This is an optimization exercise on Yosys and OpenROAD, whose aim is small area, not a production implementation. Function was checked by simulation only, so behaviour that the tests miss may differ from the original. No activity file was given, so power comes from the tool's default toggle rates.

==> flow/design.v (outline; a module is shown in full before it is edited, if it fits) <==
// module PCI_IN_DECODER: 54 lines
// module PCI_OUT_ENCODER: 111 lines
// module PCI_DEFSM_ADD_DECODER: 255 lines
// module PCI_DEFSM_CFG_MNG: 244 lines
// module PCI_DEFSM_MEM_MNG: 227 lines
// module PCI_DEFSM_HPMEM_MNG: 252 lines
// module PCI_DEFSM_PAR: 42 lines
// module PCI_WB_DeFSM: 274 lines
module PCI_WB_DeFSM(
	input  PHY_CLK33_I,
	input  PHY_RSTn_I,
	input  IDSEL_I,
	input  FRAMEn_I,
	input  IRDYn_I,
	output    TRDYn_O ,
	output    TRDYn_DIR_O,
	output    DEVSELn_O ,
	output    DEVSELn_DIR_O ,
	output    STOPn_O ,
	output    STOPn_DIR_O ,
	input  	     PAR_I,
	output    PAR_O ,
	output    PAR_DIR_O ,
	output    PERRn_O,
	output    PERRn_DIR_O,
	output    SERRn_O,
	output    SERRn_DIR_O ,
	output   [31:0]  AD_O ,
	output   AD_DIR_O ,
	input [31:0]  AD_I,
	input [3:0] CBEn_I,
	output  INTA_O,
	output[31:0] WB_DATA_O ,
	input [31:0] WB_DATA_I,
	input WB_ACK_I,
	input WB_VALID_I,
	output  [31:0] WB_ADD_O ,
	output  WB_STB_O ,
	output  WB_WE_O ,
	output HP_MEM_IDLE_O,
	input  [31:0] HPRAM_DATA_I,
	output [31:0] HPRAM_DATA_O,
	output [11:0] HPRAM_ADD_O, 
	output [3:0] HPRAM_WEN_O
    );
  // ...
==> flow/run.sh <==
#!/bin/bash
# synth_recipe.tcl (not shown) runs the flow's synth.tcl, then flattens the netlist and writes it again
# the make line also repeats each setting of config.mk as NAME=value (left out here)
make -C /OpenROAD-flow-scripts/flow DESIGN_CONFIG=/design/flow/config.mk WORK_HOME=/design/flow/orfs CLKGATE_MAP_FILE= SYNTH_SCRIPT=/design/flow/synth_recipe.tcl finish
==> flow/config.mk <==
export PLATFORM = sky130hd
export DESIGN_NAME = PCI_WB_DeFSM
export DESIGN_NICKNAME = PCI_WB_DeFSM
export VERILOG_FILES = /design/flow/design.v
export SDC_FILE = /design/flow/constraint.sdc
export NUM_CORES = 4
export LEC_CHECK = 0
export CAP_MARGIN = 20
export CORE_MARGIN = 2
export CORE_UTILIZATION = 40
export SLEW_MARGIN = 20
==> flow/constraint.sdc <==
create_clock -name core_clock -period 10.0 [get_ports {PHY_CLK33_I}]
set_input_delay 2.0000 -clock core_clock [delete_from_list [all_inputs] [get_ports {PHY_CLK33_I}]]
set_output_delay 2.0000 -clock core_clock [all_outputs]
set_load 0.01 [all_outputs]
==> results_tabular.tex, run 1 <==
\begin{tabular}{lr}
\hline
Metric & Value \\
\hline
\multicolumn{2}{l}{\textbf{Status}} \\
\quad Status & timing/DRC/antenna clean \\
\multicolumn{2}{l}{\textbf{Power}} \\
\quad P\_sw & 0.6730 mW \\
\quad Worst IR drop on VDD & 0.1160 mV \\
\quad Net switching fraction of the power & 24.28\% \\
\quad Power Internal & 2.099 mW \\
\quad Total power of the final layout & 2.772 mW \\
\quad P\_seq & 1.26 mW \\
\quad Leading power group & sequential cells \\
\multicolumn{2}{l}{\textbf{Finish}} \\
\quad Num sequential & 308 \\
\quad FF/Latch Area & 0.006178 mm2 \\
\multicolumn{2}{l}{\textbf{Clock tree}} \\
\quad Worst-case clock buffer depth & 3 \\
\quad Number of post-CTS setup repair buffers & 0 \\
\quad Clock tree from TritonCTS & done \\
\multicolumn{2}{l}{\textbf{Worst setup path}} \\
\quad Max stage delay on crit path & 680 ps \\
\quad Worst-path cell chain & clkdlybuf4s50\_1 > xnor2\_1 > xnor2\_1 > xnor2\_1 > xnor3\_1 > xnor2\_1 > and2\_1 \\
\quad Number of buffers and inverters on the critical path & 1 \\
\quad Top delay family on crit path & XOR/XNOR gates \\
\quad Type of origin of the critical path & primary input \\
\quad Critical R2R Launch & PCI\_DEFSM\_CFG\_MNG0.CFG\_AD\_DIR\_O \\
\quad Maximum fanout count along the critical path & 7 \\
\quad Arrival @ worst endpoint & 4250 ps \\
\multicolumn{2}{l}{\textbf{Yosys}} \\
\quad Dominant combinational cell family by area after synthesis & simple AND/OR/NAND/NOR gates \\
\quad Count of flip-flops with a built-in enable after synthesis & 1 \\
\quad Count of different cell masters after synthesis & 65 \\
\quad Area share of the largest cell type after synthesis & 45.67\% \\
\quad Share of the synthesized netlist area taken by xor and xnor gates & 4.063\% \\
\multicolumn{2}{l}{\textbf{Die}} \\
\quad Placeable core region & 0.03336 mm2 \\
\quad Count of standard-cell rows & 67 \\
\quad Boundary Pins & 269 \\
\multicolumn{2}{l}{\textbf{STA}} \\
\quad Worst hold margin & 448.2 ps \\
\quad Least-Margin Pin Slew & 1037 ps \\
\multicolumn{2}{l}{\textbf{Global routing}} \\
\quad Most used routing layer in global routing & met2 \\
\multicolumn{2}{l}{\textbf{Drt}} \\
\quad Top Metal Used & met4 \\
\quad Met3 wire len & 2106 um \\
\multicolumn{2}{l}{\textbf{Min path}} \\
\quad Min-delay src & PCI\_DEFSM\_HPMEM\_MNG0.HPMEM\_AD\_O[18] \\
\multicolumn{2}{l}{\textbf{Placed design}} \\
\quad \# placed instances & 2,234 \\
\hline
\end{tabular}
==> module PCI_WB_DeFSM, before the edit <==
module PCI_WB_DeFSM(
	input  PHY_CLK33_I,
	input  PHY_RSTn_I,
	input  IDSEL_I,
	input  FRAMEn_I,
	input  IRDYn_I,
	output    TRDYn_O ,
	output    TRDYn_DIR_O,
	output    DEVSELn_O ,
	output    DEVSELn_DIR_O ,
	output    STOPn_O ,
	output    STOPn_DIR_O ,
	input  	     PAR_I,
	output    PAR_O ,
	output    PAR_DIR_O ,
	output    PERRn_O,
	output    PERRn_DIR_O,
	output    SERRn_O,
	output    SERRn_DIR_O ,
	output   [31:0]  AD_O ,
	output   AD_DIR_O ,
	input [31:0]  AD_I,
	input [3:0] CBEn_I,
	output  INTA_O,
	output[31:0] WB_DATA_O ,
	input [31:0] WB_DATA_I,
	input WB_ACK_I,
	input WB_VALID_I,
	output  [31:0] WB_ADD_O ,
	output  WB_STB_O ,
	output  WB_WE_O ,
	output HP_MEM_IDLE_O,
	input  [31:0] HPRAM_DATA_I,
	output [31:0] HPRAM_DATA_O,
	output [11:0] HPRAM_ADD_O, 
	output [3:0] HPRAM_WEN_O
    );
	assign PERRn_O = 1'b1;
	assign PERRn_DIR_O = 1'b0;
	assign SERRn_O = 1'b1;
	assign SERRn_DIR_O = 1'b0;
	wire [31:0] ADD_AD_O;
	wire [3:0]  ADD_CBEn;
	wire [31:0] CFG_AD_O;
	wire [3:0]  CFG_CBEn; 
	wire [31:0] MEM_AD_O;
	wire [3:0]  MEM_CBEn; 
	wire [31:0] HPMEM_AD_O;
	wire [3:0]  HPMEM_CBEn; 
	wire [31:0] PGEN_AD_O;
	wire [3:0]  PGEN_CBEn; 
PCI_IN_DECODER PCI_IN_DECODER0 (
    .PHY_CLK33_I(PHY_CLK33_I), 
    .PHY_RSTn_I(PHY_RSTn_I), 
    .IDSEL_I(IDSEL_I), 
    .FRAMEn_I(FRAMEn_I), 
    .IRDYn_I(IRDYn_I), 
    .AD_I(AD_I), 
    .CBEn_I(CBEn_I), 
    .ADD_IDSEL_O(ADD_IDSEL), 
    .ADD_FRAMEn_O(ADD_FRAMEn), 
    .ADD_IRDYn_O(ADD_IRDYn), 
    .ADD_AD_O(ADD_AD_O), 
    .ADD_CBEn_O(ADD_CBEn), 
    .CFG_FRAMEn_O(CFG_FRAMEn), 
    .CFG_IRDYn_O(CFG_IRDYn), 
    .CFG_AD_O(CFG_AD_O), 
    .CFG_CBEn_O(CFG_CBEn),
	.MEM_FRAMEn_O(MEM_FRAMEn), 
    .MEM_IRDYn_O(MEM_IRDYn), 
    .MEM_AD_O(MEM_AD_O), 
    .MEM_CBEn_O(MEM_CBEn), 
	.HPMEM_FRAMEn_O(HPMEM_FRAMEn), 
    .HPMEM_IRDYn_O(HPMEM_IRDYn), 
    .HPMEM_AD_O(HPMEM_AD_O), 
    .HPMEM_CBEn_O(HPMEM_CBEn), 
    .PGEN_PAR_O(PGEN_PAR_O), 
    .PGEN_AD_O(PGEN_AD_O), 
    .PGEN_CBEn_O(PGEN_CBEn)
    );
	wire [31:0] CFG_AD_I;
	wire [31:0] MEM_AD_I;
	wire [31:0] HPMEM_AD_I;
PCI_OUT_ENCODER PCI_OUT_ENCODER0 (
    .PHY_CLK33_I(PHY_CLK33_I), 
    .PHY_RSTn_I(PHY_RSTn_I), 
    .TRDYn_O(TRDYn_O), 
    .TRDYn_DIR_O(TRDYn_DIR_O), 
    .DEVSELn_O(DEVSELn_O), 
    .DEVSELn_DIR_O(DEVSELn_DIR_O), 
    .STOPn_O(STOPn_O), 
    .STOPn_DIR_O(STOPn_DIR_O), 
    .AD_O(AD_O), 
    .AD_DIR_O(AD_DIR_O), 
    .INTA_O(INTA_O), 
    .ADD_TRDYn_I(ADD_TRDYn), 
    .ADD_TRDYn_DIR_I(ADD_TRDYn_DIR), 
    .ADD_DEVSELn_I(ADD_DEVSELn), 
    .ADD_DEVSELn_DIR_I(ADD_DEVSELn_DIR), 
    .ADD_STOPn_I(ADD_STOPn), 
    .ADD_STOPn_DIR_I(ADD_STOPn_DIR), 
    .CFG_TRDYn_I(CFG_TRDYn), 
    .CFG_TRDYn_DIR_I(CFG_TRDYn_DIR), 
    .CFG_DEVSELn_I(CFG_DEVSELn), 
    .CFG_DEVSELn_DIR_I(CFG_DEVSELn_DIR), 
    .CFG_STOPn_I(CFG_STOPn), 
    .CFG_STOPn_DIR_I(CFG_STOPn_DIR), 
    .CFG_AD_DIR_I(CFG_AD_DIR), 
    .CFG_AD_I(CFG_AD_I), 
	.MEM_TRDYn_I(MEM_TRDYn), 
    .MEM_TRDYn_DIR_I(MEM_TRDYn_DIR), 
    .MEM_DEVSELn_I(MEM_DEVSELn), 
    .MEM_DEVSELn_DIR_I(MEM_DEVSELn_DIR), 
    .MEM_STOPn_I(MEM_STOPn), 
    .MEM_STOPn_DIR_I(MEM_STOPn_DIR), 
    .MEM_AD_DIR_I(MEM_AD_DIR), 
    .MEM_AD_I(MEM_AD_I), 
	.HPMEM_TRDYn_I(HPMEM_TRDYn), 
    .HPMEM_TRDYn_DIR_I(HPMEM_TRDYn_DIR), 
    .HPMEM_DEVSELn_I(HPMEM_DEVSELn), 
    .HPMEM_DEVSELn_DIR_I(HPMEM_DEVSELn_DIR), 
    .HPMEM_STOPn_I(HPMEM_STOPn), 
    .HPMEM_STOPn_DIR_I(HPMEM_STOPn_DIR), 
    .HPMEM_AD_DIR_I(HPMEM_AD_DIR), 
    .HPMEM_AD_I(HPMEM_AD_I), 
    .ADD_OUTPUT_EN_I(ADD_OUTPUT_EN), 
    .CFG_OUTPUT_EN_I(CFG_OUTPUT_EN),
	.MEM_OUTPUT_EN_I(MEM_OUTPUT_EN),
	.HPMEM_OUTPUT_EN_I(HPMEM_OUTPUT_EN)
    );
	wire [23:2] PCI_ADD;
	parameter DEVICE_ID 		  = 16'hBBCC;
	parameter VENDOR_ID 		  = 16'h00AA;
	parameter DEVICE_CLASS 		  = 24'h118000;
	parameter DEVICE_REV  		  = 8'hF8;
	parameter SUBSYSTEM_ID 		  = 16'h0001;
	parameter SUBSYSTEM_VENDOR_ID = 16'h9876;
	wire [31:0] CFG_REG_0x00 = {DEVICE_ID,VENDOR_ID};
	wire [31:0] CFG_REG_0x08 = {DEVICE_CLASS ,DEVICE_REV};
	wire [31:0] CFG_REG_0x2C = {SUBSYSTEM_ID ,SUBSYSTEM_VENDOR_ID};
	wire [31:0] CFG_REG_0x04;
	wire [31:0] CFG_REG_0x10;
	wire [31:0] CFG_REG_0x11;
PCI_DEFSM_ADD_DECODER PCI_DEFSM_ADD_DECODER0 (
    .PHY_CLK33_I(PHY_CLK33_I), 
    .PHY_RSTn_I(PHY_RSTn_I), 
    .DEFSM_ADD2CFG_O(DEFSM_ADD2CFG), 
    .CFG_WR_O(CFG_WR), 
    .DEFSM_CFG_END_I(DEFSM_CFG_END), 
    .DEFSM_ADD2MEM_O(DEFSM_ADD2MEM), 
    .MEM_WR_O(MEM_WR), 
    .DEFSM_MEM_END_I(DEFSM_MEM_END), 
	.DEFSM_ADD2HPMEM_O(DEFSM_ADD2HPMEM), 
    .HPMEM_WR_O(HPMEM_WR), 
    .DEFSM_HPMEM_END_I(DEFSM_HPMEM_END),
    .ADD_OUTPUT_EN_O(ADD_OUTPUT_EN), 
    .CFG_REG_0x04_I(CFG_REG_0x04), 
    .CFG_REG_0x10_I(CFG_REG_0x10), 
	.CFG_REG_0x11_I(CFG_REG_0x11), 
    .PCI_ADD_O(PCI_ADD), 
    .ADD_IDSEL_I(ADD_IDSEL), 
    .ADD_FRAMEn_I(ADD_FRAMEn), 
    .ADD_IRDYn_I(ADD_IRDYn), 
    .ADD_TRDYn_O(ADD_TRDYn), 
    .ADD_TRDYn_DIR_O(ADD_TRDYn_DIR), 
    .ADD_DEVSELn_O(ADD_DEVSELn), 
    .ADD_DEVSELn_DIR_O(ADD_DEVSELn_DIR), 
    .ADD_STOPn_O(ADD_STOPn), 
    .ADD_STOPn_DIR_O(ADD_STOPn_DIR), 
    .ADD_AD_I(ADD_AD_O), 
    .ADD_CBEn_I(ADD_CBEn)
    );
PCI_DEFSM_CFG_MNG PCI_DEFSM_CFG_MNG0 (
    .PHY_CLK33_I(PHY_CLK33_I), 
    .PHY_RSTn_I(PHY_RSTn_I), 
    .DEFSM_CFG_END_O(DEFSM_CFG_END), 
    .CFG_WR_I(CFG_WR),
    .DEFSM_ADD2CFG_I(DEFSM_ADD2CFG), 
    .CFG_OUTPUT_EN_O(CFG_OUTPUT_EN), 
	.CFG_STATE_ABORT_I(CFG_STATE_MEM_ABORT || CFG_STATE_HPMEM_ABORT),
    .PCI_ADD_I(PCI_ADD), 
    .CFG_REG_0x04_O(CFG_REG_0x04), 
    .CFG_REG_0x10_O(CFG_REG_0x10), 
	.CFG_REG_0x11_O(CFG_REG_0x11),
    .CFG_REG_0x00_I(CFG_REG_0x00), 
    .CFG_REG_0x08_I(CFG_REG_0x08), 
    .CFG_REG_0x2C_I(CFG_REG_0x2C), 
    .CFG_PAR_REQ_O(CFG_PAR_REQ), 
    .CFG_FRAMEn_I(CFG_FRAMEn), 
    .CFG_IRDYn_I(CFG_IRDYn), 
    .CFG_TRDYn_O(CFG_TRDYn), 
    .CFG_TRDYn_DIR_O(CFG_TRDYn_DIR), 
    .CFG_DEVSELn_O(CFG_DEVSELn), 
    .CFG_DEVSELn_DIR_O(CFG_DEVSELn_DIR), 
    .CFG_STOPn_O(CFG_STOPn), 
    .CFG_STOPn_DIR_O(CFG_STOPn_DIR), 
    .CFG_AD_O(CFG_AD_I), 
    .CFG_AD_DIR_O(CFG_AD_DIR), 
    .CFG_AD_I(CFG_AD_O), 
    .CFG_CBEn_I(CFG_CBEn)
    );
PCI_DEFSM_MEM_MNG PCI_DEFSM_MEM_MNG0 (
    .PHY_CLK33_I(PHY_CLK33_I), 
    .PHY_RSTn_I(PHY_RSTn_I), 
    .DEFSM_MEM_END_O(DEFSM_MEM_END), 
    .MEM_WR_I(MEM_WR), 
    .DEFSM_ADD2MEM_I(DEFSM_ADD2MEM), 
    .MEM_OUTPUT_EN_O(MEM_OUTPUT_EN), 
    .PCI_ADD_I(PCI_ADD), 
    .CFG_REG_0x04_I(CFG_REG_0x04), 
    .CFG_STATE_MEM_ABORT_O(CFG_STATE_MEM_ABORT), 
    .MEM_PAR_REQ_O(MEM_PAR_REQ), 
    .MEM_FRAMEn_I(MEM_FRAMEn), 
    .MEM_IRDYn_I(MEM_IRDYn), 
    .MEM_TRDYn_O(MEM_TRDYn), 
    .MEM_TRDYn_DIR_O(MEM_TRDYn_DIR), 
    .MEM_DEVSELn_O(MEM_DEVSELn), 
    .MEM_DEVSELn_DIR_O(MEM_DEVSELn_DIR), 
    .MEM_STOPn_O(MEM_STOPn), 
    .MEM_STOPn_DIR_O(MEM_STOPn_DIR), 
    .MEM_AD_O(MEM_AD_I), 
    .MEM_AD_DIR_O(MEM_AD_DIR), 
    .MEM_AD_I(MEM_AD_O), 
    .MEM_CBEn_I(MEM_CBEn), 
    .WB_DATA_O(WB_DATA_O), 
    .WB_DATA_I(WB_DATA_I), 
    .WB_ACK_I(WB_ACK_I), 
    .WB_VALID_I(WB_VALID_I), 
    .WB_ADD_O(WB_ADD_O), 
    .WB_STB_O(WB_STB_O), 
    .WB_WE_O(WB_WE_O)
    );
PCI_DEFSM_HPMEM_MNG PCI_DEFSM_HPMEM_MNG0 (
    .PHY_CLK33_I(PHY_CLK33_I), 
    .PHY_RSTn_I(PHY_RSTn_I), 
    .DEFSM_HPMEM_END_O(DEFSM_HPMEM_END), 
    .HPMEM_WR_I(HPMEM_WR), 
    .DEFSM_ADD2HPMEM_I(DEFSM_ADD2HPMEM), 
    .HPMEM_OUTPUT_EN_O(HPMEM_OUTPUT_EN), 
    .PCI_ADD_I(PCI_ADD), 
    .CFG_REG_0x04_I(CFG_REG_0x04), 
    .CFG_STATE_HPMEM_ABORT_O(CFG_STATE_HPMEM_ABORT), 
    .HPMEM_PAR_REQ_O(HPMEM_PAR_REQ), 
    .HPMEM_FRAMEn_I(HPMEM_FRAMEn), 
    .HPMEM_IRDYn_I(HPMEM_IRDYn), 
    .HPMEM_TRDYn_O(HPMEM_TRDYn), 
    .HPMEM_TRDYn_DIR_O(HPMEM_TRDYn_DIR), 
    .HPMEM_DEVSELn_O(HPMEM_DEVSELn), 
    .HPMEM_DEVSELn_DIR_O(HPMEM_DEVSELn_DIR), 
    .HPMEM_STOPn_O(HPMEM_STOPn), 
    .HPMEM_STOPn_DIR_O(HPMEM_STOPn_DIR), 
    .HPMEM_AD_O(HPMEM_AD_I), 
    .HPMEM_AD_DIR_O(HPMEM_AD_DIR), 
    .HPMEM_AD_I(HPMEM_AD_O), 
    .HPMEM_CBEn_I(HPMEM_CBEn),
	.HP_MEM_IDLE_O(HP_MEM_IDLE_O),
	.HPRAM_DATA_I(HPRAM_DATA_I),
	.HPRAM_DATA_O(HPRAM_DATA_O),
	.HPRAM_ADD_O(HPRAM_ADD_O),
	.HPRAM_WEN_O(HPRAM_WEN_O)
    );
PCI_DEFSM_PAR PCI_DEFSM_PAR0 (
    .PHY_CLK33_I(PHY_CLK33_I), 
    .PHY_RSTn_I(PHY_RSTn_I), 
    .PGEN_PAR_I(PGEN_PAR_O), 
    .PGEN_PAR_O(PAR_O), 
    .PGEN_PAR_DIR_O(PAR_DIR_O), 
    .PGEN_AD_I(PGEN_AD_O), 
    .PGEN_CBEn_I(PGEN_CBEn), 
    .MEM_PAR_REQ_I(MEM_PAR_REQ),
    .HPMEM_PAR_REQ_I(HPMEM_PAR_REQ), 	
    .CFG_PAR_REQ_I(CFG_PAR_REQ)
    );
endmodule
==> run 2: changes to the inputs <==
==> flow/design.v (replaced) <==
`timescale 1ns / 1ps
module PCI_WB_DeFSM(
	input  PHY_CLK33_I,
	input  PHY_RSTn_I,
	input  IDSEL_I,
	input  FRAMEn_I,
	input  IRDYn_I,
	output TRDYn_O,
	output TRDYn_DIR_O,
	output DEVSELn_O,
	output DEVSELn_DIR_O,
	output STOPn_O,
	output STOPn_DIR_O,
	input  PAR_I,
	output reg PAR_O,
	output reg PAR_DIR_O,
	output PERRn_O,
	output PERRn_DIR_O,
	output SERRn_O,
	output SERRn_DIR_O,
	output [31:0] AD_O,
	output AD_DIR_O,
	input  [31:0] AD_I,
	input  [3:0] CBEn_I,
	output INTA_O,
	output [31:0] WB_DATA_O,
	input  [31:0] WB_DATA_I,
	input  WB_ACK_I,
	input  WB_VALID_I,
	output [31:0] WB_ADD_O,
	output WB_STB_O,
	output WB_WE_O,
	output HP_MEM_IDLE_O,
	input  [31:0] HPRAM_DATA_I,
	output [31:0] HPRAM_DATA_O,
	output reg [11:0] HPRAM_ADD_O,
	output reg [3:0] HPRAM_WEN_O
    );
	assign PERRn_O = 1'b1;
	assign PERRn_DIR_O = 1'b0;
	assign SERRn_O = 1'b1;
	assign SERRn_DIR_O = 1'b0;
	assign INTA_O = 1'b0;
	localparam S_IDLE     = 4'd0;   
	localparam S_DEC      = 4'd1;   
	localparam S_DEAD     = 4'd2;   
	localparam S_CLAIM    = 4'd3;   
	localparam S_CFG_ACK  = 4'd4;
	localparam S_CFG_TERM = 4'd5;
	localparam S_MEM_BUSY = 4'd6;   
	localparam S_MEM_TERM = 4'd7;
	localparam S_HP_WREAD = 4'd8;
	localparam S_HP_READ  = 4'd9;
	localparam S_HP_WRITE = 4'd10;
	localparam S_HP_TERM  = 4'd11;
	localparam T_CFG = 2'd0;
	localparam T_MEM = 2'd1;
	localparam T_HP  = 2'd2;
	reg [3:0]  st;
	reg [1:0]  tgt;
	reg        wr;
	reg [19:2] pci_add;
	reg        cmd1, cmd10, sta27;
	reg [11:0] bar10, bar14;
	reg [7:0]  intl;
	reg [3:0]  cnt;        
	reg        f1;         
	reg        f2;         
	reg [31:0] mem_ad;
	reg        mem_vld;
	reg [31:0] hp_ad;
	reg [3:0]  hp_be;
	reg [31:0] dreg;       
	wire rst = ~PHY_RSTn_I;
	wire hit_cfg = IDSEL_I && AD_I[10:8] == 3'b000 && AD_I[1:0] == 2'b00;
	wire hit_mem = cmd1 && AD_I[31:20] == bar14;
	wire hit_hp  = cmd1 && AD_I[31:20] == bar10;
	wire cmd_cfg = CBEn_I[3:1] == 3'b101;
	wire cmd_mem = CBEn_I[3:1] == 3'b011;
	wire s_idle  = st == S_IDLE;
	wire s_claim = st == S_CLAIM;
	wire s_cack  = st == S_CFG_ACK;
	wire s_cterm = st == S_CFG_TERM;
	wire s_mbusy = st == S_MEM_BUSY;
	wire s_mterm = st == S_MEM_TERM;
	wire s_hwrd  = st == S_HP_WREAD;
	wire s_hrd   = st == S_HP_READ;
	wire s_hwr   = st == S_HP_WRITE;
	wire s_hterm = st == S_HP_TERM;
	wire irdy = ~IRDYn_I;
	wire mem_done = wr ? WB_ACK_I : WB_VALID_I;
	wire hp_par  = ~f1 | f2;
	wire hp_trdy = ~f1 & f2;
	always @(posedge PHY_CLK33_I) begin
		if (rst) begin
			st <= S_IDLE;
			cmd1 <= 1'b0;
			cmd10 <= 1'b0;
			sta27 <= 1'b0;
			bar10 <= 12'd0;
			bar14 <= 12'd0;
			intl <= 8'd0;
			mem_vld <= 1'b0;
			hp_be <= 4'hF;
			HPRAM_ADD_O <= 12'd0;
		end else begin
			case (st)
				S_IDLE:
					if (!FRAMEn_I) begin
						if (hit_cfg)
							st <= cmd_cfg ? S_DEC : S_DEAD;
						else if (hit_mem || hit_hp)
							st <= cmd_mem ? S_DEC : S_DEAD;
					end
				S_DEC:  st <= S_CLAIM;
				S_DEAD: st <= S_IDLE;
				S_CLAIM:
					case (tgt)
						T_CFG:
							if (irdy) begin
								st <= S_CFG_ACK;
								if (wr)
									case (pci_add[7:2])
										6'd1: begin
											if (!CBEn_I[3] && AD_I[27]) sta27 <= 1'b0;
											if (!CBEn_I[0]) begin
												cmd1 <= AD_I[1];
												cmd10 <= AD_I[10];
											end
										end
										6'd4: begin
											if (!CBEn_I[3]) bar10[11:4] <= AD_I[31:24];
											if (!CBEn_I[2]) bar10[3:0] <= AD_I[23:20];
										end
										6'd5: begin
											if (!CBEn_I[3]) bar14[11:4] <= AD_I[31:24];
											if (!CBEn_I[2]) bar14[3:0] <= AD_I[23:20];
										end
										6'd15:
											if (!CBEn_I[0]) intl <= AD_I[7:0];
										default: ;
									endcase
							end
						T_MEM: st <= S_MEM_BUSY;
						default: begin
							HPRAM_ADD_O <= pci_add[13:2];
							st <= wr ? S_HP_WRITE : S_HP_WREAD;
						end
					endcase
				S_CFG_ACK:  st <= S_CFG_TERM;
				S_CFG_TERM: st <= S_IDLE;
				S_MEM_BUSY:
					if (mem_done) begin
						st <= S_MEM_TERM;
						if (!wr) mem_vld <= 1'b1;
					end else if (cnt == 4'd13) begin
						st <= S_MEM_TERM;
						sta27 <= 1'b1;
					end
				S_MEM_TERM: st <= S_IDLE;
				S_HP_WREAD:
					if (irdy) begin
						st <= S_HP_READ;
						HPRAM_ADD_O <= HPRAM_ADD_O + 12'd1;
						hp_be <= CBEn_I;
					end
				S_HP_READ:
					if (irdy) begin
						HPRAM_ADD_O <= HPRAM_ADD_O + 12'd1;
						hp_be <= CBEn_I;
					end else if (!f1 && FRAMEn_I)
						st <= S_DEAD;
				S_HP_WRITE:
					if (irdy) begin
						if (!FRAMEn_I && !f1) HPRAM_ADD_O <= HPRAM_ADD_O + 12'd1;
					end else if (!f1 && FRAMEn_I)
						st <= S_HP_TERM;
				S_HP_TERM: st <= S_IDLE;
				default: st <= S_IDLE;
			endcase
		end
	end
	always @(posedge PHY_CLK33_I) begin
		if (s_idle) begin
			pci_add <= AD_I[19:2];
			wr <= CBEn_I[0];
			tgt <= hit_cfg ? T_CFG : hit_mem ? T_MEM : T_HP;
		end
		if (s_claim)
			cnt <= (tgt == T_MEM) ? 4'd0 : CBEn_I;
		else if (s_mbusy)
			cnt <= cnt + 4'd1;
		if (s_claim) begin
			f1 <= ~wr & irdy;    
			if (tgt == T_HP) f1 <= 1'b1;
		end else if (s_mbusy) begin
			f2 <= mem_done;
		end else if (s_hwrd) begin
			f2 <= 1'b0;
		end else if (s_hrd) begin
			if (irdy) begin
				f1 <= 1'b0;
				f2 <= 1'b1;
			end else
				f2 <= f1;
		end else if (s_hwr) begin
			if (irdy) f1 <= 1'b0;
		end
		if (s_mbusy && mem_done && !wr)
			mem_ad <= WB_DATA_I;
		if ((s_hwrd || s_hrd) && irdy)
			hp_ad <= HPRAM_DATA_I;
		if (!(s_mbusy && wr))
			dreg <= AD_I;
	end
	always @(posedge PHY_CLK33_I)
		HPRAM_WEN_O <= (!rst && s_hwr && irdy) ? ~CBEn_I : 4'b0000;
	reg [31:0] cfg_rd;
	always @(*)
		case (pci_add[7:2])
			6'd0:  cfg_rd = 32'hBBCC00AA;
			6'd1:  cfg_rd = {4'b0, sta27, 5'b0, 1'b1, 10'b0, cmd10, 8'b0, cmd1, 1'b0};
			6'd2:  cfg_rd = 32'h118000F8;
			6'd4:  cfg_rd = {bar10, 20'd0};
			6'd5:  cfg_rd = {bar14, 20'd0};
			6'd11: cfg_rd = 32'h00019876;
			6'd15: cfg_rd = {23'd0, 1'b1, intl};
			default: cfg_rd = 32'd0;
		endcase
	wire [31:0] cfg_msk = {{8{~cnt[3]}}, {8{~cnt[2]}}, {8{~cnt[1]}}, {8{~cnt[0]}}};
	wire [31:0] hp_msk  = {{8{~hp_be[3]}}, {8{~hp_be[2]}}, {8{~hp_be[1]}}, {8{~hp_be[0]}}};
	assign AD_O = (tgt == T_CFG) ? (cfg_rd & cfg_msk) :
	              (tgt == T_MEM) ? (mem_vld ? mem_ad : 32'd0) :
	                               (hp_ad & hp_msk);
	wire act = !(s_idle || st == S_DEC || st == S_DEAD);
	assign TRDYn_DIR_O   = PHY_RSTn_I & act;
	assign DEVSELn_DIR_O = PHY_RSTn_I & act;
	assign STOPn_DIR_O   = PHY_RSTn_I & act;
	assign TRDYn_O   = ~(s_cack || (s_mterm && f2) || (s_hrd && hp_trdy) || (s_hwr && !f1));
	assign DEVSELn_O = s_cterm || (s_mterm && !f2);
	assign STOPn_O   = ~(s_cack || s_mterm);
	assign AD_DIR_O  = PHY_RSTn_I & ((s_cack && !wr) || ((s_mbusy || s_mterm) && f1) || s_hwrd || s_hrd);
	wire par_req = (s_cack && !wr) || (s_mterm && f2 && !wr) || (s_hrd && hp_par);
	always @(negedge PHY_CLK33_I) begin
		PAR_DIR_O <= PHY_RSTn_I & par_req;
		PAR_O <= ^{AD_I, CBEn_I};
	end
	assign WB_STB_O  = s_mbusy;
	assign WB_WE_O   = wr;
	assign WB_ADD_O  = {12'd0, pci_add[19:2], 2'b00};
	assign WB_DATA_O = dreg;
	assign HPRAM_DATA_O = dreg;
	assign HP_MEM_IDLE_O = !(s_hwrd || s_hrd || s_hwr || s_hterm);
endmodule
==> flow/flow/run.sh (new file) <==
#!/bin/bash
# The standard layout (standard.sh: unchanged synthesis, floorplan, power grid
# and tap cells), with two placement/CTS arguments changed:
#  - every input and output port still gets a buffer, but a sky130_fd_sc_hd__buf_1
#  - clock tree synthesis without dummy loads
# Each tool's full output stays in orfs/logs/; make's own output goes to flow_make.log.
set -euo pipefail
export BUFFER_PORTS_ARGS="-buffer_cell sky130_fd_sc_hd__buf_1"
export CTS_ARGS="-sink_clustering_enable -repair_clock_nets -dont_use_dummy_load"
bash standard.sh finish > flow_make.log 2>&1
==> flow/standard.sh (new file) <==
#!/bin/bash
# synth_recipe.tcl (not shown) runs the flow's synth.tcl, then flattens the netlist and writes it again
# the make line also repeats each setting of config.mk as NAME=value (left out here)
make -C /OpenROAD-flow-scripts/flow DESIGN_CONFIG=/design/flow/config.mk WORK_HOME=/design/flow/orfs CLKGATE_MAP_FILE= SYNTH_SCRIPT=/design/flow/synth_recipe.tcl "${@:-finish}"
removed: flow/run.sh
==> run 2 against run 1 <==
Against the previous run:
- count of clock-buffer cells in the layout down 35
- die area down 35%
- combinational power up 28%
==> results_tabular.tex, run 2 <==
\begin{tabular}{lr}
\hline
Metric & Value \\
\hline
\multicolumn{2}{l}{\textbf{Clock tree}} \\
\quad Total of cells resized after clock tree synthesis & 0 \\
\quad Number of hold buffers added after cts & 0 \\
\quad Clock tree from TritonCTS & done \\
\quad CTS HTree Levels & 4 \\
\quad Clock latency on the worst-skew pair & 460 ps \\
\quad Worst-case clock buffer depth & 2 (-1) \\
\quad Number of buffers created by CTS & 17 \\
\quad CTS clock-pin slew for the worst setup and hold paths & 50 ps \\
\quad Number of post-CTS setup repair buffers & 0 (unchanged) \\
\quad Clock Sinks & 185 \\
\quad Clock root buffer master & clkbuf\_16 \\
\multicolumn{2}{l}{\textbf{Drt}} \\
\quad Vias per inst & 5.242 \\
\quad Routed vias & 6,553 \\
\quad Remaining antenna violation count after routing & 0 \\
\quad Iteration-0 DRC count of the detailed router & 454 \\
\quad Average detailed-routed wire length per instance & 19.21 um \\
\quad Post-route DRC violation count & 0 \\
\quad Wirelength, routed & 24,010 um \\
\quad Pre-antenna DRT Iters & 5 \\
\multicolumn{2}{l}{\textbf{STA}} \\
\quad Final Slew Violations & 0 \\
\quad Setup ws final & 1791 ps \\
\quad RSZ-0062 raised after global routing & false \\
\quad Max-slew headroom & 39.43\% \\
\quad Final setup TNS & 0 ps \\
\quad Setup Viol. Count Final & 0 \\
\quad Number of hold-slack violations in the final timing report & 0 \\
\quad Clock Skew & 58.54 ps \\
\quad Least-Margin Pin Slew & 908.6 ps (-128.0 ps) \\
\multicolumn{2}{l}{\textbf{Finish}} \\
\quad Largest registers & dreg: 32 flops, hp\_ad: 32 flops, mem\_ad: 32 flops \\
\quad P\&R area growth vs syn & 13.32\% \\
\quad Final core utilization & 46.61\% \\
\quad Proportion of layout cells with a drive suffix above 1 & 3.901\% \\
\quad Final-stage net count & 1,089 \\
\quad Most frequent standard cell in the layout excluding fill and tap cells & buf\_1 \\
\quad Number of fill cells in the layout & 2,031 \\
\quad Commonest non-fill, non-tap cells in the layout & 248 x buf\_1, 123 x edfxtp\_1, 64 x nand2\_1 \\
\multicolumn{2}{l}{\textbf{Die}} \\
\quad Count of standard-cell rows & 53 (-21\%) \\
\quad Placeable core region & 0.02115 mm2 (-37\%) \\
\quad Initial standard-cell utilization of the core & 41.13\% \\
\quad Chip height & 151.5 um \\
\quad Die ar. & 0.02295 mm2 \\
\quad Boundary Pins & 269 (unchanged) \\
\quad Horizontal die dimension & 151.5 um \\
\multicolumn{2}{l}{\textbf{Worst setup path}} \\
\quad Arrival @ worst endpoint & 3580 ps (-670 ps) \\
\quad Crit. End Element & register \\
\quad Req. time, crit path & 5370 ps \\
\quad Critical R2R Launch & st[1] \\
\quad Start point of the critical path & AD\_I[9] \\
\quad Start-to-end type of the worst setup path & in2reg \\
\quad Maximum fanout count along the critical path & 3 (-4) \\
\quad Type of origin of the critical path & primary input \\
\multicolumn{2}{l}{\textbf{Global routing}} \\
\quad GRT overflow & 0 \\
\quad Number of antenna violations at the first check in global routing & 1 \\
\quad Largest net degree at the start of global routing & 50 \\
\quad Wire length of the first global-routing pass & 35,150 um \\
\quad Via count of the first global-routing pass & 6,121 \\
\quad Total track usage & 20.76\% \\
\multicolumn{2}{l}{\textbf{Yosys}} \\
\quad Yosys synthesis warning count & 1 \\
\quad Fraction of registers with async set/reset & 0\% \\
\quad Post-synth top cells & 123 x edfxtp\_1, 64 x nand2\_1, 62 x dfxtp\_1 \\
\quad Sequential cell area fraction in the yosys report & 56.72\% \\
\quad Synth Register Bits & 185 \\
\quad Flip-flop cell with the highest count after synthesis & edfxtp\_1 \\
\quad Count of different cell masters after synthesis & 62 (-4.6\%) \\
\quad Average instance area after synthesis & 11.04 um2 \\
\quad Area share of the largest cell type after synthesis & 42.45\% (-3.2 points) \\
\quad Area of the mapped netlist & 0.008701 mm2 \\
\quad Most numerous cell in the Yosys netlist & edfxtp\_1 \\
\quad Count of flip-flops with a built-in enable after synthesis & 123 (+122) \\
\quad Post-Syn Instances & 788 \\
\quad Area contributors post-synth & edfxtp\_1 42\%, dfxtp\_1 14\%, xnor2\_1 5.4\% \\
\quad Cell taking the most area after synthesis & edfxtp\_1 \\
\multicolumn{2}{l}{\textbf{Power}} \\
\quad Total power of the final layout & 1.867 mW (-33\%) \\
\quad Worst IR drop on VDD & 0.1156 mV (-0.32\%) \\
\quad Leakage power & 3.290 nW \\
\quad Power density of the placed cells & 189.4 mW/mm2 \\
\multicolumn{2}{l}{\textbf{Placed design}} \\
\quad Number of buffers added on ports & 248 \\
\quad Final RePlAce weighted congestion & 0.8060 \\
\quad Half-perimeter wire length after detailed placement & 17,560 um \\
\quad Post-placement setup slack & 1252 ps \\
\multicolumn{2}{l}{\textbf{Min path}} \\
\quad Worst min path class & reg2reg \\
\quad Min-delay src & intl[4] \\
\multicolumn{2}{l}{\textbf{Status}} \\
\quad Status & timing/DRC/antenna clean \\
\multicolumn{2}{l}{\textbf{Job}} \\
\quad Count of max-cap constraint violations & 0 \\
\hline
\end{tabular}
## run 2: changes by cell type after synthesis, moves of 51 or more
cell,change
dfxtp_1,-245
nor2_1,-156
mux2i_1,-51
edfxtp_1,+122
nand2_1,-212
a21oi_1,-135
## run 2: per-stage QoR
| step | hold WS, ps | cell area (um2) | instances |
|---|---|---|---|
| 2_1_floorplan | 431.2 | 8765 | 805 |
| 3_3_place_gp | 439.3 | 9428 | 1231 |
| 3_5_place_dp | 449.6 | 9428 | 1231 |
| 4_1_cts | 457.7 | 9857 | 1249 |
| 5_1_grt | 471.6 | 9857 | 1249 |
| 6_report | 456.8 | 9859 | 1250 |
## run 2: critical path: stages
cell	delay [ps]
buf_1	140
inv_1	60
ha_1	290
xnor2_1	250
xnor2_1	170
xnor2_1	160
xnor2_1	110
xnor2_1	240
xnor2_1	150
## run 2: kinds of logic (layout without fill, tap and decap cells)
family	count (synthesis)	after routing	share of synthesized area [%]
AO/OA/AOI/OAI	162	162	12.50
XOR/XNOR	59	59	6.025
adder cells (fa/ha/maj)	5	5	0.7190
buffers and inverters	123	292	8.657
flip-flops	185	185	56.72
multiplexers	19	19	2.186
other	2	20	0.08631
AND/OR/NAND/NOR	233	233	13.12
## run 2: area by class of cell
| class | count | area, um2 | area share, % |
|---|---|---|---|
| flip-flops and latches | 185 | 4935 | 50.05 |
| multi-input cells | 497 | 3094 | 31.38 |
| repair buffers | 255 | 983.4 | 9.975 |
| clock buffers | 17 | 425.4 | 4.315 |
| well taps | 275 | 344.1 | 3.490 |
| inverters | 18 | 67.56 | 0.6853 |
| clock inverters | 2 | 7.507 | 0.07614 |
| diodes | 1 | 2.502 | 0.02538 |
## run 2: report_power, final
group | switching, mW | leakage [nW] | total, mW | internal, mW
combinational | 0.210 | 1.39 | 0.327 | 0.117
sequential | 0.0926 | 1.68 | 0.985 | 0.892
clock | 0.258 | 0.220 | 0.555 | 0.297
## run 2: final timing paths
check / endpoint / slack, ps / cells past startpoint
max: PAR_O / 1790 / 9
min: intl[4] / 460 / 2
max reg2reg: PAR_DIR_O / 3390 / 4
min reg2reg: intl[4] / 460 / 2
## run 2: routing by layer
metal	share of wire [%]	wire length, um	vias to the layer above	global-route usage, %
li1	-	-	3159	-
met1	45	10920	3078	28.53
met3	8.3	1985	10	5.389
met2	46	10950	306	33.42
met5	0	0	-	0
met4	0.65	157	0	4.112
==> run 3: changes to the inputs <==
--- a/flow/flow/run.sh
+++ b/flow/flow/run.sh
@@ -6,5 +6,5 @@
 # Each tool's full output stays in orfs/logs/; make's own output goes to flow_make.log.
 set -euo pipefail
 export BUFFER_PORTS_ARGS="-buffer_cell sky130_fd_sc_hd__buf_1"
-export CTS_ARGS="-sink_clustering_enable -repair_clock_nets -dont_use_dummy_load"
+export CTS_ARGS="-sink_clustering_enable -repair_clock_nets -dont_use_dummy_load -buf_list {sky130_fd_sc_hd__clkbuf_8} -sink_clustering_size 20 -sink_clustering_max_diameter 80"
 bash standard.sh finish > flow_make.log 2>&1
==> run 3 against run 2 <==
Against the previous run:
- combinational power barely moved
- critical path depth did not move
- power fell by 8.9%
==> results_tabular.tex, run 3 <==
\begin{tabular}{lr}
\hline
Metric & Value \\
\hline
\multicolumn{2}{l}{\textbf{Status}} \\
\quad Status & timing/DRC/antenna clean \\
\multicolumn{2}{l}{\textbf{Clock tree}} \\
\quad Total of cells resized after clock tree synthesis & 0 (unchanged) \\
\quad CTS clock-pin slew for the worst setup and hold paths & 60 ps (about the same) \\
\quad CTS HTree Levels & 4 (unchanged) \\
\quad Number of buffers created by CTS & 17 (unchanged) \\
\quad Number of hold buffers added after cts & 0 (unchanged) \\
\quad Clock Sinks & 185 (unchanged) \\
\quad Worst-case clock buffer depth & 2 (unchanged) \\
\quad Clock latency on the worst-skew pair & 470 ps (about the same) \\
\quad Clock root buffer master & clkbuf\_8 \\
\quad Clock tree from TritonCTS & done \\
\quad Number of post-CTS setup repair buffers & 0 (unchanged) \\
\multicolumn{2}{l}{\textbf{Global routing}} \\
\quad Number of antenna violations at the first check in global routing & 1 (unchanged) \\
\quad Routing usage on met3 & 5.000\% (-0.39 points) \\
\quad Wire length of the first global-routing pass & 35,150 um (unchanged) \\
\quad Total track usage & 20.72\% (-0.039 points) \\
\quad Largest net degree at the start of global routing & 50 (unchanged) \\
\quad Via count of the first global-routing pass & 6,155 (+0.56\%) \\
\quad GRT overflow & 0 (unchanged) \\
\quad GR Util met1 & 28.51\% (about the same) \\
\quad Most used routing layer in global routing & met2 \\
\quad GRT met2 Usage & 33.46\% (+0.045 points) \\
\multicolumn{2}{l}{\textbf{Finish}} \\
\quad Final-stage net count & 1,089 (unchanged) \\
\quad P\&R area growth vs syn & 11.12\% \\
\quad FF/Latch Area & 0.004935 mm2 (unchanged) \\
\quad Largest registers & dreg: 32 flops, hp\_ad: 32 flops, mem\_ad: 32 flops \\
\quad Number of fill cells in the layout & 2,049 (+0.89\%) \\
\quad Most frequent standard cell in the layout excluding fill and tap cells & buf\_1 \\
\quad Commonest non-fill, non-tap cells in the layout & 248 x buf\_1, 123 x edfxtp\_1, 64 x nand2\_1 \\
\quad Multi-input logic area & 0.003094 mm2 (unchanged) \\
\quad Proportion of layout cells with a drive suffix above 1 & 3.901\% (unchanged) \\
\multicolumn{2}{l}{\textbf{Yosys}} \\
\quad Cell taking the most area after synthesis & edfxtp\_1 \\
\quad Area of the mapped netlist & 0.008701 mm2 (unchanged) \\
\quad Area contributors post-synth & edfxtp\_1 42\%, dfxtp\_1 14\%, xnor2\_1 5.4\% \\
\quad Portion of netlist area occupied by mux cells & 2.186\% (unchanged) \\
\quad Synth Register Bits & 185 (unchanged) \\
\quad Count of flip-flops with a built-in enable after synthesis & 123 (unchanged) \\
\quad Count of different cell masters after synthesis & 62 (unchanged) \\
\quad Most numerous cell in the Yosys netlist & edfxtp\_1 \\
\quad Share of the synthesized netlist area taken by xor and xnor gates & 6.025\% (unchanged) \\
\quad Area share of the largest cell type after synthesis & 42.45\% (unchanged) \\
\quad Flip-flop cell with the highest count after synthesis & edfxtp\_1 \\
\quad Yosys synthesis warning count & 1 (unchanged) \\
\quad Simple-gate share of the synthesized area & 13.11\% (unchanged) \\
\quad Compound-gate portion of the synthesized area & 12.50\% (unchanged) \\
\quad Post-synth top cells & 123 x edfxtp\_1, 64 x nand2\_1, 62 x dfxtp\_1 \\
\quad Average instance area after synthesis & 11.04 um2 (unchanged) \\
\quad Fraction of registers with async set/reset & 0\% (unchanged) \\
\quad Adder and majority gate portion of the synthesized area & 0.7190\% (unchanged) \\
\quad Post-Syn Instances & 788 (unchanged) \\
\quad Sequential cell area fraction in the yosys report & 56.72\% (unchanged) \\
\quad Dominant combinational cell family by area after synthesis & simple AND/OR/NAND/NOR gates \\
\multicolumn{2}{l}{\textbf{STA}} \\
\quad Final setup TNS & 0 ps (unchanged) \\
\quad Max-slew headroom & 39.68\% (+0.25 points) \\
\quad RSZ-0062 raised after global routing & false \\
\quad Setup Viol. Count Final & 0 (unchanged) \\
\quad Final Slew Violations & 0 (unchanged) \\
\quad Least-Margin Pin Slew & 904.8 ps (-3.812 ps) \\
\quad Clock Skew & 48.97 ps (-9.571 ps) \\
\quad Number of hold-slack violations in the final timing report & 0 (unchanged) \\
\multicolumn{2}{l}{\textbf{Drt}} \\
\quad Routed vias & 6,577 (+0.37\%) \\
\quad Average detailed-routed wire length per instance & 19.19 um (about the same) \\
\quad Pre-antenna DRT Iters & 6 (+1) \\
\quad Remaining antenna violation count after routing & 0 (unchanged) \\
\quad Iteration-0 DRC count of the detailed router & 444 (-2.2\%) \\
\quad Vias per inst & 5.262 (+0.37\%) \\
\quad Wirelength, routed & 23,990 um (about the same) \\
\quad Post-route DRC violation count & 0 (unchanged) \\
\multicolumn{2}{l}{\textbf{Placed design}} \\
\quad Half-perimeter wire length after detailed placement & 17,560 um (unchanged) \\
\quad Final RePlAce weighted congestion & 0.8060 (unchanged) \\
\quad Number of buffers added on ports & 248 (unchanged) \\
\multicolumn{2}{l}{\textbf{Power}} \\
\quad Clock network fraction of total power & 22.9\% (-6.8 points) \\
\quad Total power of the final layout & 1.701 mW (-8.9\%) \\
\quad Net switching fraction of the power & 31.76\% (+1.8 points) \\
\quad Portion of total power attributed to combinational logic & 19.3\% (+1.8 points) \\
\quad Worst IR drop on VDD & 0.09217 mV (-20\%) \\
\quad Sequential group share of total power & 57.9\% (+5.1 points) \\
\quad Power Internal & 1.161 mW (-11\%) \\
\quad Power density of the placed cells & 175.9 mW/mm2 (-7.1\%) \\
\quad Leakage power & 3.203 nW (-2.7\%) \\
\quad P\_sw & 0.5402 mW (-3.5\%) \\
\multicolumn{2}{l}{\textbf{Worst setup path}} \\
\quad Arrival @ worst endpoint & 3580 ps (about the same) \\
\quad Maximum fanout count along the critical path & 3 (unchanged) \\
\quad Critical R2R Launch & st[1] \\
\quad Start point of the critical path & AD\_I[9] \\
\quad Type of origin of the critical path & primary input \\
\quad Start-to-end type of the worst setup path & in2reg \\
\quad Crit. End Element & register \\
\quad Req. time, crit path & 5380 ps (about the same) \\
\multicolumn{2}{l}{\textbf{Die}} \\
\quad Chip height & 151.5 um (unchanged) \\
\quad Boundary Pins & 269 (unchanged) \\
\quad Count of standard-cell rows & 53 (unchanged) \\
\quad Horizontal die dimension & 151.5 um (unchanged) \\
\quad Die ar. & 0.02295 mm2 (unchanged) \\
\quad Initial standard-cell utilization of the core & 41.13\% (unchanged) \\
\quad Placeable core region & 0.02115 mm2 (unchanged) \\
\multicolumn{2}{l}{\textbf{Min path}} \\
\quad Worst min path class & reg2reg \\
\quad Min-delay src & intl[4] \\
\multicolumn{2}{l}{\textbf{Job}} \\
\quad Count of max-cap constraint violations & 0 (unchanged) \\
\hline
\end{tabular}
## run 3: cell count changes in the layout (fill, tap and decap cells not counted)
cell,change
clkbuf_16,-17
clkbuf_8,+17
## run 3: per-stage QoR
step                      setup slack, ps  utilization [%]  area [um2]  instances  hold slack, ps
after floorplan                      1731                -        8765        805           431.2
after global placement               1251            44.57        9428       1231           439.3
after CTS                            1710            45.69        9666       1249           459.8
after detailed placement             1252            44.57        9428       1231           449.6
final                                1796            45.70        9668       1250           460.0
after global routing                 1631            45.69        9666       1249           473.8
## run 3: worst paths after layout
kind / slack, ps / cells past startpoint / to
setup / recovery: 1800 / 9 / PAR_O
hold / removal: 460 / 2 / intl[4]
setup reg to reg: 3360 / 4 / PAR_DIR_O
hold reg to reg: 460 / 2 / intl[4]
## run 3: cells by family after synthesis
group	after synthesis
other	2
AO/OA/AOI/OAI	162
XOR/XNOR	59
buffers and inverters	123
AND/OR/NAND/NOR	233
flip-flops	185
adder cells (fa/ha/maj)	5
multiplexers	19
## run 3: worst max-delay path, cell delays in order
cell,delay [ps]
buf_1,140
inv_1,60
ha_1,290
xnor2_1,250
xnor2_1,170
xnor2_1,160
xnor2_1,110
xnor2_1,240
xnor2_1,150
## run 3: cell type report
type	count	share of cell area, %
sequential	185	51.04
multi-input combinational	497	32.00
inverter	18	0.6988
clock inverter	2	0.07765
tap	275	3.559
clock buffer	17	2.420
antenna	1	0.02588
timing repair buffer	255	10.17
## run 3: power by group through the flow
stage,Clock [mW],Combinational [mW],Sequential (mW)
2_1_floorplan,0.00188,0.241,0.965
3_3_place_gp,0.00188,0.328,1.00
3_5_place_dp,0.00188,0.330,1.00
4_1_cts,0.404,0.332,0.984
5_1_grt,0.430,0.367,0.993
6_report,0.389,0.328,0.984
## run 3: routing by layer
layer  vias to the layer above  routed length (um)
met5                         -                   0
met2                       309               10970
li1                       3155                   -
met1                      3101               10840
met4                         0                 188
met3                        12                2001
==> run 4: changes to the inputs <==
--- a/flow/flow/run.sh
+++ b/flow/flow/run.sh
@@ -6,5 +6,5 @@
 # Each tool's full output stays in orfs/logs/; make's own output goes to flow_make.log.
 set -euo pipefail
 export BUFFER_PORTS_ARGS="-buffer_cell sky130_fd_sc_hd__buf_1"
-export CTS_ARGS="-sink_clustering_enable -repair_clock_nets -dont_use_dummy_load -buf_list {sky130_fd_sc_hd__clkbuf_8} -sink_clustering_size 20 -sink_clustering_max_diameter 80"
+export CTS_ARGS="-sink_clustering_enable -repair_clock_nets -dont_use_dummy_load -sink_clustering_size 40 -sink_clustering_max_diameter 120"
 bash standard.sh finish > flow_make.log 2>&1
==> run 4 against run 3 <==
Against the previous run:
- via count down 0.36%
- synthesized cell count unchanged
- combinational power about the same
- critical endpoint unchanged
- largest cell class unchanged
- highest routed layer unchanged
==> results_tabular.tex, run 4 <==
\begin{tabular}{lr}
\hline
Metric & Value \\
\hline
\multicolumn{2}{l}{\textbf{Status}} \\
\quad Status & timing/DRC/antenna clean \\
\multicolumn{2}{l}{\textbf{Clock tree}} \\
\quad Clock latency on the worst-skew pair & 460 ps (about the same) \\
\quad Number of post-CTS setup repair buffers & 0 (unchanged) \\
\quad CTS HTree Levels & 4 (unchanged) \\
\quad Worst-case clock buffer depth & 2 (unchanged) \\
\quad CTS clock-pin slew for the worst setup and hold paths & 50 ps (about the same) \\
\quad Clock Sinks & 185 (unchanged) \\
\quad Clock root buffer master & clkbuf\_16 \\
\quad Number of hold buffers added after cts & 0 (unchanged) \\
\quad Clock tree from TritonCTS & done \\
\quad Number of buffers created by CTS & 17 (unchanged) \\
\quad Total of cells resized after clock tree synthesis & 0 (unchanged) \\
\multicolumn{2}{l}{\textbf{Finish}} \\
\quad Commonest non-fill, non-tap cells in the layout & 248 x buf\_1, 123 x edfxtp\_1, 64 x nand2\_1 \\
\quad Largest registers & dreg: 32 flops, hp\_ad: 32 flops, mem\_ad: 32 flops \\
\quad Final-stage net count & 1,089 (unchanged) \\
\quad Most frequent standard cell in the layout excluding fill and tap cells & buf\_1 \\
\quad Proportion of layout cells with a drive suffix above 1 & 3.901\% (unchanged) \\
\quad Post-Layout Inst Area & 0.009859 mm2 (+2.0\%) \\
\quad P\&R area growth vs syn & 13.32\% \\
\quad Final core utilization & 46.61\% (+0.90 points) \\
\multicolumn{2}{l}{\textbf{Drt}} \\
\quad Post-route DRC violation count & 0 (unchanged) \\
\quad Iteration-0 DRC count of the detailed router & 454 (+2.3\%) \\
\quad Routed vias & 6,553 (-0.36\%) \\
\quad Vias per inst & 5.242 (-0.36\%) \\
\quad Average detailed-routed wire length per instance & 19.21 um (about the same) \\
\quad Wirelength, routed & 24,010 um (about the same) \\
\quad Remaining antenna violation count after routing & 0 (unchanged) \\
\quad Pre-antenna DRT Iters & 5 (-1) \\
\multicolumn{2}{l}{\textbf{Worst setup path}} \\
\quad Type of origin of the critical path & primary input \\
\quad Arrival @ worst endpoint & 3580 ps (about the same) \\
\quad Start-to-end type of the worst setup path & in2reg \\
\quad Maximum fanout count along the critical path & 3 (unchanged) \\
\quad Req. time, crit path & 5370 ps (about the same) \\
\quad Crit. End Element & register \\
\multicolumn{2}{l}{\textbf{Yosys}} \\
\quad Adder and majority gate portion of the synthesized area & 0.7190\% (unchanged) \\
\quad Compound-gate portion of the synthesized area & 12.50\% (unchanged) \\
\quad Count of different cell masters after synthesis & 62 (unchanged) \\
\quad Post-Syn Instances & 788 (unchanged) \\
\quad Average instance area after synthesis & 11.04 um2 (unchanged) \\
\quad Simple-gate share of the synthesized area & 13.11\% (unchanged) \\
\quad Flip-flop cell with the highest count after synthesis & edfxtp\_1 \\
\quad Post-synth top cells & 123 x edfxtp\_1, 64 x nand2\_1, 62 x dfxtp\_1 \\
\quad Portion of netlist area occupied by mux cells & 2.186\% (unchanged) \\
\quad Share of the synthesized netlist area taken by xor and xnor gates & 6.025\% (unchanged) \\
\quad Dominant combinational cell family by area after synthesis & simple AND/OR/NAND/NOR gates \\
\quad Sequential cell area fraction in the yosys report & 56.72\% (unchanged) \\
\quad Synth Register Bits & 185 (unchanged) \\
\quad Cell taking the most area after synthesis & edfxtp\_1 \\
\quad Area share of the largest cell type after synthesis & 42.45\% (unchanged) \\
\quad Area contributors post-synth & edfxtp\_1 42\%, dfxtp\_1 14\%, xnor2\_1 5.4\% \\
\quad Area of the mapped netlist & 0.008701 mm2 (unchanged) \\
\quad Yosys synthesis warning count & 1 (unchanged) \\
\quad Fraction of registers with async set/reset & 0\% (unchanged) \\
\quad Count of flip-flops with a built-in enable after synthesis & 123 (unchanged) \\
\quad Most numerous cell in the Yosys netlist & edfxtp\_1 \\
\multicolumn{2}{l}{\textbf{STA}} \\
\quad Max-slew headroom & 39.43\% (-0.25 points) \\
\quad Clock Skew & 58.54 ps (+9.571 ps) \\
\quad Setup Viol. Count Final & 0 (unchanged) \\
\quad RSZ-0062 raised after global routing & false \\
\quad Least-Margin Pin Slew & 908.6 ps (+3.812 ps) \\
\quad Number of hold-slack violations in the final timing report & 0 (unchanged) \\
\quad Final setup TNS & 0 ps (unchanged) \\
\quad Worst hold margin & 456.8 ps (-3.216 ps) \\
\quad Final Slew Violations & 0 (unchanged) \\
\multicolumn{2}{l}{\textbf{Global routing}} \\
\quad GRT overflow & 0 (unchanged) \\
\quad Total track usage & 20.76\% (+0.039 points) \\
\quad Wire length of the first global-routing pass & 35,150 um (unchanged) \\
\quad Number of antenna violations at the first check in global routing & 1 (unchanged) \\
\quad Via count of the first global-routing pass & 6,121 (-0.55\%) \\
\quad Largest net degree at the start of global routing & 50 (unchanged) \\
\multicolumn{2}{l}{\textbf{Power}} \\
\quad Power Internal & 1.307 mW (+13\%) \\
\quad Power density of the placed cells & 189.4 mW/mm2 (+7.6\%) \\
\quad Worst IR drop on VDD & 0.1156 mV (+25\%) \\
\quad Net switching fraction of the power & 30.00\% (-1.8 points) \\
\quad Clock network fraction of total power & 29.7\% (+6.8 points) \\
\quad Total power of the final layout & 1.867 mW (+9.8\%) \\
\quad Portion of total power attributed to combinational logic & 17.5\% (-1.8 points) \\
\quad Leakage power & 3.290 nW (+2.7\%) \\
\quad Sequential group share of total power & 52.8\% (-5.1 points) \\
\quad P\_sw & 0.5601 mW (+3.7\%) \\
\multicolumn{2}{l}{\textbf{Die}} \\
\quad Boundary Pins & 269 (unchanged) \\
\quad Chip height & 151.5 um (unchanged) \\
\quad Die ar. & 0.02295 mm2 (unchanged) \\
\quad Horizontal die dimension & 151.5 um (unchanged) \\
\quad Count of standard-cell rows & 53 (unchanged) \\
\quad Initial standard-cell utilization of the core & 41.13\% (unchanged) \\
\quad Placeable core region & 0.02115 mm2 (unchanged) \\
\multicolumn{2}{l}{\textbf{Job}} \\
\quad Count of max-cap constraint violations & 0 (unchanged) \\
\multicolumn{2}{l}{\textbf{Min path}} \\
\quad Worst min path class & reg2reg \\
\multicolumn{2}{l}{\textbf{Placed design}} \\
\quad Number of buffers added on ports & 248 (unchanged) \\
\quad Final RePlAce weighted congestion & 0.8060 (unchanged) \\
\quad Half-perimeter wire length after detailed placement & 17,560 um (unchanged) \\
\quad Post-placement cell area & 0.009428 mm2 (unchanged) \\
\hline
\end{tabular}
-- run 4: logic make-up after synthesis --
| kind of cell | Yosys count |
|---|---|
| and+or+nand+nor | 233 |
| DFF | 185 |
| AOI/OAI and AO/OA | 162 |
| buffers and inverters | 123 |
| xor gates and xnor gates | 59 |
| muxes | 19 |
| adders and majority gates | 5 |
| other | 2 |
-- run 4: metrics by stage --
step / std cells / setup slack (ps)
floorplan: 805 / 1731
global placement: 1231 / 1251
detailed placement: 1231 / 1252
CTS: 1249 / 1697
global route: 1249 / 1618
finish: 1250 / 1791
-- run 4: path summary, 6_finish.rpt --
kind         startpoint   endpoint  slack [ps]  cells past startpoint
max             AD_I[9]      PAR_O        1790                      9
min             intl[4]    intl[4]         460                      2
max reg2reg       st[1]  PAR_DIR_O        3390                      4
min reg2reg     intl[4]    intl[4]         460                      2
-- run 4: area by class of cell --
type	count	area (um2)
clock buffers	17	425.4
repair buffers	255	983.4
diodes	1	2.502
multi-input cells	497	3094
flip-flops and latches	185	4935
well taps	275	344.1
fillers	2031	11290
clock inverters	2	7.507
inverters	18	67.56
-- run 4: metal layers --
metal  wire length [um]  vias to the layer above  track usage (%)
li1                   -                     3159                -
met1              10920                     3078            28.53
met2              10950                      306            33.42
met3               1985                       10            5.389
met4                157                        0            4.112
met5                  0                        -                0
-- run 4: critical path: stages --
cell,delay [ps]
buf_1,140
inv_1,60
ha_1,290
xnor2_1,250
xnor2_1,170
xnor2_1,160
xnor2_1,110
xnor2_1,240
xnor2_1,150
-- run 4: power groups by stage --
stage / Clock (mW) / Sequential, mW / Combinational, mW
after global routing: 0.599 / 0.994 / 0.367
after detailed placement: 0.00188 / 1.00 / 0.330
after global placement: 0.00188 / 1.00 / 0.328
after floorplan: 0.00188 / 0.965 / 0.241
after CTS: 0.572 / 0.984 / 0.332
final: 0.555 / 0.985 / 0.327
==> run 5: changes to the inputs <==
--- a/flow/flow/run.sh
+++ b/flow/flow/run.sh
@@ -6,5 +6,5 @@
 # Each tool's full output stays in orfs/logs/; make's own output goes to flow_make.log.
 set -euo pipefail
 export BUFFER_PORTS_ARGS="-buffer_cell sky130_fd_sc_hd__buf_1"
-export CTS_ARGS="-sink_clustering_enable -repair_clock_nets -dont_use_dummy_load -sink_clustering_size 40 -sink_clustering_max_diameter 120"
+export CTS_ARGS="-repair_clock_nets -dont_use_dummy_load -buf_list {sky130_fd_sc_hd__clkbuf_8}"
 bash standard.sh finish > flow_make.log 2>&1
==> run 5 against run 4 <==
Against the previous run:
- still clean on timing, DRC and antenna
- wire length about the same
- register-to-register slack got worse by 30 ps
- clock skew decreased by 9.6 ps
- final area decreased by 1.9%
- synthesized area unchanged
- first-iteration DRC count decreased by 2.2%
- sequential share of layout area increased by 0.99 points
- global-route usage about the same
- final cell count unchanged
- clock power decreased by about 30%
- synthesized cell count unchanged
- non-clock buffer count unchanged
==> results_tabular.tex, run 5 <==
\begin{tabular}{lr}
\hline
Metric & Value \\
\hline
\multicolumn{2}{l}{\textbf{Min path}} \\
\quad Worst min path class & reg2reg \\
\quad Min-delay src & intl[4] \\
\multicolumn{2}{l}{\textbf{Yosys}} \\
\quad Sequential cell area fraction in the yosys report & 56.72\% (unchanged) \\
\quad Area contributors post-synth & edfxtp\_1 42\%, dfxtp\_1 14\%, xnor2\_1 5.4\% \\
\quad Cell taking the most area after synthesis & edfxtp\_1 \\
\quad Count of different cell masters after synthesis & 62 (unchanged) \\
\quad Most numerous cell in the Yosys netlist & edfxtp\_1 \\
\quad Yosys synthesis warning count & 1 (unchanged) \\
\quad Area of the mapped netlist & 0.008701 mm2 (unchanged) \\
\quad Synth Register Bits & 185 (unchanged) \\
\quad Fraction of registers with async set/reset & 0\% (unchanged) \\
\quad Post-synth top cells & 123 x edfxtp\_1, 64 x nand2\_1, 62 x dfxtp\_1 \\
\quad Post-Syn Instances & 788 (unchanged) \\
\quad Area share of the largest cell type after synthesis & 42.45\% (unchanged) \\
\multicolumn{2}{l}{\textbf{Global routing}} \\
\quad GRT met2 Usage & 33.46\% (+0.045 points) \\
\quad Number of antenna violations at the first check in global routing & 1 (unchanged) \\
\quad GRT overflow & 0 (unchanged) \\
\quad Wire length of the first global-routing pass & 35,150 um (unchanged) \\
\quad Largest net degree at the start of global routing & 50 (unchanged) \\
\quad GR Util met1 & 28.51\% (about the same) \\
\quad Routing usage on met3 & 5.000\% (-0.39 points) \\
\quad Most used routing layer in global routing & met2 \\
\quad Via count of the first global-routing pass & 6,155 (+0.56\%) \\
\multicolumn{2}{l}{\textbf{Drt}} \\
\quad Wirelength, routed & 23,990 um (about the same) \\
\quad Average detailed-routed wire length per instance & 19.19 um (about the same) \\
\quad Remaining antenna violation count after routing & 0 (unchanged) \\
\quad Pre-antenna DRT Iters & 6 (+1) \\
\quad Routed vias & 6,577 (+0.37\%) \\
\quad Iteration-0 DRC count of the detailed router & 444 (-2.2\%) \\
\quad Post-route DRC violation count & 0 (unchanged) \\
\multicolumn{2}{l}{\textbf{Clock tree}} \\
\quad Worst-case clock buffer depth & 2 (unchanged) \\
\quad CTS clock-pin slew for the worst setup and hold paths & 60 ps (about the same) \\
\quad Number of buffers created by CTS & 17 (unchanged) \\
\quad CTS HTree Levels & 4 (unchanged) \\
\quad Number of hold buffers added after cts & 0 (unchanged) \\
\quad Clock root buffer master & clkbuf\_8 \\
\quad Total of cells resized after clock tree synthesis & 0 (unchanged) \\
\quad Clock Sinks & 185 (unchanged) \\
\multicolumn{2}{l}{\textbf{Worst setup path}} \\
\quad Max stage delay on crit path & 290 ps (about the same) \\
\quad Most frequent CP cell & xnor2\_1 \\
\quad Start point of the critical path & AD\_I[9] \\
\quad Type of origin of the critical path & primary input \\
\quad Worst-path cell chain & buf\_1 > inv\_1 > ha\_1 > xnor2\_1 > xnor2\_1 > xnor2\_1 > xnor2\_1 > xnor2\_1 > xnor2\_1 \\
\quad Req. time, crit path & 5380 ps (about the same) \\
\quad Start-to-end type of the worst setup path & in2reg \\
\quad Arrival @ worst endpoint & 3580 ps (about the same) \\
\quad Crit. End Element & register \\
\quad Slowest stage cell, crit path & ha\_1 \\
\multicolumn{2}{l}{\textbf{STA}} \\
\quad Setup Viol. Count Final & 0 (unchanged) \\
\quad Max-slew headroom & 39.68\% (+0.25 points) \\
\quad Least-Margin Pin Slew & 904.8 ps (-3.812 ps) \\
\quad Final Slew Violations & 0 (unchanged) \\
\quad Clock Skew & 48.97 ps (-9.571 ps) \\
\quad Worst hold margin & 460.0 ps (+3.216 ps) \\
\quad RSZ-0062 raised after global routing & false \\
\multicolumn{2}{l}{\textbf{Finish}} \\
\quad Proportion of layout cells with a drive suffix above 1 & 3.901\% (unchanged) \\
\quad Number of standard cells in the layout, taps in and fillers out & 1,250 (unchanged) \\
\quad Largest registers & dreg: 32 flops, hp\_ad: 32 flops, mem\_ad: 32 flops \\
\quad P\&R area growth vs syn & 11.12\% \\
\multicolumn{2}{l}{\textbf{Placed design}} \\
\quad Number of buffers added on ports & 248 (unchanged) \\
\quad Post-placement cell area & 0.009428 mm2 (unchanged) \\
\quad Final RePlAce weighted congestion & 0.8060 (unchanged) \\
\quad Post-placement setup slack & 1252 ps (unchanged) \\
\quad \# placed instances & 1,231 (unchanged) \\
\multicolumn{2}{l}{\textbf{Die}} \\
\quad Die ar. & 0.02295 mm2 (unchanged) \\
\quad Placeable core region & 0.02115 mm2 (unchanged) \\
\quad Boundary Pins & 269 (unchanged) \\
\quad Count of standard-cell rows & 53 (unchanged) \\
\multicolumn{2}{l}{\textbf{Power}} \\
\quad Worst IR drop on VDD & 0.09217 mV (-20\%) \\
\multicolumn{2}{l}{\textbf{Status}} \\
\quad Status & timing/DRC/antenna clean \\
\multicolumn{2}{l}{\textbf{Job}} \\
\quad Count of max-cap constraint violations & 0 (unchanged) \\
\hline
\end{tabular}
[run 5: cell count changes in the layout (fill, tap and decap cells not counted)]
cell and change:
clkbuf_8 +17, clkbuf_16 -17
[run 5: worst max-delay path, delay by kind of cell]
kind	cells	cell delay (ps)
xor+xnor	6	1080
fa+ha+maj	1	290
buf+inv	2	200
[run 5: final timing paths]
kind | end | cells after the start | slack (ps)
worst max-delay path | PAR_O | 9 | 1800
worst min-delay path | intl[4] | 2 | 460
worst max register to register | PAR_DIR_O | 4 | 3360
worst min register to register | intl[4] | 2 | 460
[run 5: layer usage]
layer  part of all wire, %  up-vias
met5                     0        -
met4                  0.78        0
met3                   8.3       12
met2                    46      309
met1                    45     3101
li1                      -     3155
[run 5: metrics by stage]
| step | util [%] | power [mW] |
|---|---|---|
| floorplan | - | 1.208 |
| global placement | 44.57 | 1.330 |
| detailed placement | 44.57 | 1.332 |
| CTS | 45.69 | 1.719 |
| global route | 45.69 | 1.791 |
| finish | 45.70 | 1.701 |
[run 5: final cells by class]
| cell class | count | area (um2) |
|---|---|---|
| clock inverter | 2 | 7.507 |
| timing repair buffer | 255 | 983.4 |
| tap | 275 | 344.1 |
| multi-input combinational | 497 | 3094 |
| inverter | 18 | 67.56 |
| clock buffer | 17 | 234.0 |
| fill | 2049 | 11490 |
| sequential | 185 | 4935 |
| antenna | 1 | 2.502 |
[run 5: report_power, final]
group / internal [mW] / leakage [nW] / switching, mW
Combinational: 0.117 / 1.39 / 0.210
Sequential: 0.891 / 1.68 / 0.0928
Clock: 0.152 / 0.133 / 0.237
[run 5: cell families after synthesis]
group / after synthesis / synth area share, %
and+or+nand+nor: 233 / 13.12
DFF: 185 / 56.72
AOI/OAI and AO/OA: 162 / 12.50
buffers and inverters: 123 / 8.657
xor gates and xnor gates: 59 / 6.025
muxes: 19 / 2.186
adders and majority gates: 5 / 0.7190
other: 2 / 0.08631
